Source: an optimization exercise on an open RTL-to-GDS flow (aim: small area and few clock cycles). Production flows keep margins and buffers that such runs may drop. The RTL was checked by simulation tests, not by an equivalence proof against the original design. Power and IR drop assume default switching activity.

// apb_register_top
module apb_register_top (
    input          clk,           
    input          rst,           
    input          psel,          
    input          penable,       
    input          pwrite,        
    input  logic [31:0] paddr,    
    input  logic [31:0] pwdata,   
    output logic [31:0] prdata,   
    output logic        pready,    
    output logic        pslverr,   
    output logic [31:0] tx_data,           
    output logic        ctrl_cpol,         
    output logic        ctrl_cpha,         
    output logic        ctrl_order,        
    output logic [3:0]  ctrl_slave_en,     
    output logic        ctrl_rd,           
    output logic [1:0]  ctrl_scks,         
    output logic        start_op,          
    input  logic [31:0] rx_data,           
    input  logic        busy               
);
clock: 5.0 ns
lec_check: 0
cap_margin: 20
core_margin: 2
core_utilization: 30
place_density: 0.5
slew_margin: 20
standard.sh (not shown) runs the stock make flow with config.mk's settings and CLKGATE_MAP_FILE= SYNTH_SCRIPT=/design/flow/synth_recipe.tcl, a recipe that flattens the netlist after the stock synthesis.
==> flow/flow/run.sh <==
#!/bin/bash
# Standard layout, with these changes:
#  - synthesis maps the combinational logic with an area-oriented ABC script
#    (flow/abc_map.script); everything else in synthesis is the standard flow's own script;
#  - the smallest buffer on every input and output port;
#  - clock tree built from small buffers, without dummy loads.
set -euo pipefail
cd "$(dirname "$0")/.."
export MY_ABC_SCRIPT="$PWD/flow/abc_map.script"
bash standard.sh "SYNTH_SCRIPT=$PWD/flow/synth.tcl" \
  "BUFFER_PORTS_ARGS=-buffer_cell sky130_fd_sc_hd__buf_1" \
  "CTS_ARGS=-sink_clustering_enable -repair_clock_nets -buf_list sky130_fd_sc_hd__clkbuf_4 -dont_use_dummy_load" \
  finish > make_finish.log 2>&1
==> flow/flow/abc_map.script <==
&get -n
&st
&dch
&nf -R 1000
&put
==> flow/flow/synth.tcl <==
proc synth {args} { yosys synth -nofsm -noshare {*}$args }
# Map the combinational logic with the flow's own ABC script replaced by
# abc_map.script, kept beside this file.
proc abc {args} {
  set i [lsearch -exact $args -script]
  if {$i >= 0 && [info exists ::env(MY_ABC_SCRIPT)]} {
    lset args [expr {$i + 1}] $::env(MY_ABC_SCRIPT)
  }
  yosys abc {*}$args
}
source $::env(SCRIPTS_DIR)/synth.tcl
# left out here: clear keep_hierarchy, flatten, clean up, hide names made inside functions, write 1_2_yosys.v
The first run finished clean.
Testbench counts at the start, summed over its fixed seeds: cycles 48,000.
Edit:
CORE_UTILIZATION = 55   (was 30)
PLACE_DENSITY = 0.8   (was 0.5)
After rerunning:
- global-route usage goes up by 13 points
- final cell count came out lower by a little under a tenth
- via count increases slightly
- combinational power decreases slightly
- die area decreases by well over a third
- worst hold slack is about the same
- synthesized cell count is unchanged
- non-clock buffer count stays the same
- cell area is lower slightly


Setup of try-lagoon:
The RTL this note starts from:
==> flow/design.v <==
module apb_slave (
    input               psel,
    input               pwrite,
    input  logic [31:0] paddr,
    output logic [31:0] prdata,
    output logic        pready,
    output logic        pslverr,
    output logic        wr_tx,
    output logic        wr_cfg,
    output logic        wr_ctrl,
    output logic [2:0]  rsel,
    input  logic [31:0] rdata
);
    logic       aligned;
    logic [2:0] a;
    assign aligned = ~|paddr[31:5] & ~|paddr[1:0];
    assign a       = paddr[4:2];
    logic wvalid, rvalid;
    assign wvalid = aligned & ~a[2] & (a[1] | ~a[0]);
    assign rvalid = aligned & (~a[2] | (a[1:0] == 2'b00));
    assign pready  = 1'b1;
    assign pslverr = pwrite ? ~wvalid : ~rvalid;
    assign wr_tx   = psel & pwrite & aligned & (a == 3'd0);
    assign wr_cfg  = psel & pwrite & aligned & (a == 3'd2);
    assign wr_ctrl = psel & pwrite & aligned & (a == 3'd3);
    assign rsel   = a;
    assign prdata = rdata;
endmodule
module register_block (
    input               clk,
    input               reset,
    input  logic [31:0] wdata,
    input  logic        wr_tx,
    input  logic        wr_cfg,
    input  logic        wr_ctrl,
    input  logic [2:0]  rsel,
    output logic [31:0] rdata,
    output logic [31:0] tx_data,
    output logic        ctrl_cpol,
    output logic        ctrl_cpha,
    output logic        ctrl_order,
    output logic [3:0]  ctrl_slave_en,
    output logic        ctrl_rd,
    output logic [1:0]  ctrl_scks,
    output logic        start_op,
    input  logic [31:0] rx_data,
    input               busy
);
    logic [9:0] cfg_data;
    logic       ctrl_data;
    assign ctrl_cpol     = cfg_data[0];
    assign ctrl_cpha     = cfg_data[1];
    assign ctrl_order    = cfg_data[2];
    assign ctrl_slave_en = cfg_data[6:3];
    assign ctrl_rd       = cfg_data[7];
    assign ctrl_scks     = cfg_data[9:8];
    assign start_op      = ctrl_data;
    always_ff @(posedge clk or negedge reset) begin
        if (!reset) begin
            tx_data   <= 32'd0;
            cfg_data  <= 10'd0;
            ctrl_data <= 1'b0;
        end else begin
            if (wr_tx)   tx_data   <= wdata;
            if (wr_cfg)  cfg_data  <= wdata[9:0];
            if (wr_ctrl) ctrl_data <= wdata[0];
        end
    end
    logic sel_tx, sel_rx, sel_cfg, sel_ctrl, sel_stt;
    assign sel_tx   = ~rsel[2] & ~rsel[1] & ~rsel[0];
    assign sel_rx   = ~rsel[1] &  rsel[0];
    assign sel_cfg  =  rsel[1] & ~rsel[0];
    assign sel_ctrl =  rsel[1] &  rsel[0];
    assign sel_stt  =  rsel[2];
    assign rdata = ({32{sel_tx}}   & tx_data)
                 | ({32{sel_rx}}   & rx_data)
                 | ({32{sel_cfg}}  & {22'd0, cfg_data})
                 | ({32{sel_ctrl}} & {31'd0, ctrl_data})
                 | ({32{sel_stt}}  & {31'd0, busy});
endmodule
module apb_register_top (
    input          clk,           
    input          rst,           
    input          psel,          
    input          penable,       
    input          pwrite,        
    input  logic [31:0] paddr,    
    input  logic [31:0] pwdata,   
    output logic [31:0] prdata,   
    output logic        pready,    
    output logic        pslverr,   
    output logic [31:0] tx_data,           
    output logic        ctrl_cpol,         
    output logic        ctrl_cpha,         
    output logic        ctrl_order,        
    output logic [3:0]  ctrl_slave_en,     
    output logic        ctrl_rd,           
    output logic [1:0]  ctrl_scks,         
    output logic        start_op,          
    input  logic [31:0] rx_data,           
    input  logic        busy               
);
    logic [31:0] rdata;
    logic [2:0]  rsel;
    logic        wr_tx, wr_cfg, wr_ctrl;
    apb_slave u_apb_slave (
        .psel, .pwrite, .paddr,
        .prdata, .pready, .pslverr,
        .wr_tx, .wr_cfg, .wr_ctrl, .rsel, .rdata
    );
    register_block u_register_block (
        .clk, .reset(rst), .wdata(pwdata),
        .wr_tx, .wr_cfg, .wr_ctrl, .rsel, .rdata,
        .tx_data, .ctrl_cpol, .ctrl_cpha, .ctrl_order,
        .ctrl_slave_en, .ctrl_rd, .ctrl_scks, .start_op,
        .rx_data, .busy
    );
endmodule
Settings: LEC_CHECK=0, CAP_MARGIN=0, CORE_MARGIN=2, CORE_UTILIZATION=40, PLACE_DENSITY=0.6, SLEW_MARGIN=0; clock period 5.0 ns.
Scripts as last shown in full above: flow/flow/run.sh, flow/flow/abc_map.script, flow/flow/synth.tcl
Testbench counts of try-lagoon, summed over its fixed seeds: cycles 48,000.
Inputs modified between try-lagoon and try-harbor:
- CAP_MARGIN now 20, was 0
- SLEW_MARGIN now 20, was 0
==> comparison <==
From try-harbor to try-lagoon, global-route wire length before repair did not move at all.
Compared try-lagoon against try-harbor; worst hold slack within noise.
try-harbor against try-lagoon: share of the cycle needed by the critical path after routing flat, final wirelength roughly the same, final-report max-slew violation count stayed essentially flat, DRC violation count after routing has remained practically unchanged, combinational gate power roughly the same.
As far as iteration count of the initial detailed-routing pass goes, try-lagoon and try-harbor are indistinguishable; the numbers are identical.
## Diff of input files: try-sierra against try-harbor
- putting GPL_TIMING_DRIVEN at 0 where nothing was set
==> flow/flow/abc_map.script <==
&get -n
&st
&dch
&nf -R 1000 -C 32 -F 10
&put
Notes after the runs:
Looking only at setup slack, and setting everything else aside, the lower value of try-harbor and try-sierra goes to try-harbor.
Between try-harbor and try-sierra, the area growth from synthesis to layout is lower for try-harbor.
Of try-harbor and try-sierra, the run reporting the lower net count after synthesis was try-sierra.
What try-fjord does differently from try-sierra at the input level:
- removing GPL_TIMING_DRIVEN (formerly 0)
[summary]
Taking try-sierra as the reference point, the sequential share of layout area of try-fjord rises by 0.80 points.
Against try-sierra, try-fjord reports a setup slack that is lower.
Compared try-fjord against try-sierra; net switching share of the total power within noise.
In try-fjord the global-route wire length before repair turned out 130 um lower than in try-sierra.
On maximum frequency, the lower figure sits with try-fjord, not try-sierra.
In the route summary, try-fjord ends up with a via count below that of try-sierra.
For worst hold slack, try-fjord and try-sierra come out practically identical.

-- port drivers added, routing unchanged --
The results above use ideal ports. As a check the final layouts listed here were re-extracted and re-timed, cells and wires unchanged.
Step 1 sets driving cells, clkbuf_16 on the clock port and buf_2 on the other inputs (assumed; they add their load-dependent delay and slew).
Step 2 adds t to the input delays and takes it off the output delays; t is the mean of the earliest and latest rising clock arrival at the registers after step 1. Input paths then give back, and output paths get back, about the clock's delay inside the block.
a / b / c = ideal / step 1 / step 2; a / b = the first two.
run	shift t [ns]	slack for setup (ns)	worst setup path at the end	latest minus earliest clock arrival (ns)	cell pins on the clock port's net
the first run of note 1	0.349	1.292 / 1.266 / 1.266	input to output	0.015 / 0.015	1
the second run of note 1	0.366	1.289 / 1.265 / 1.265	input to output	0.024 / 0.025	1
try-lagoon	0.353	1.332 / 1.307 / 1.307	input to output	0.021 / 0.021	1
try-harbor	0.353	1.332 / 1.307 / 1.307	input to output	0.021 / 0.021	1
try-sierra	0.350	1.478 / 1.453 / 1.453	input to output	0.028 / 0.027	1
try-fjord	0.355	1.338 / 1.313 / 1.313	input to output	0.023 / 0.023	1
After both steps every run listed still meets setup and hold. The setup slack of the first run of note 1, which loses most, moves by -0.026 ns with the drivers and by -0.026 ns with both steps.
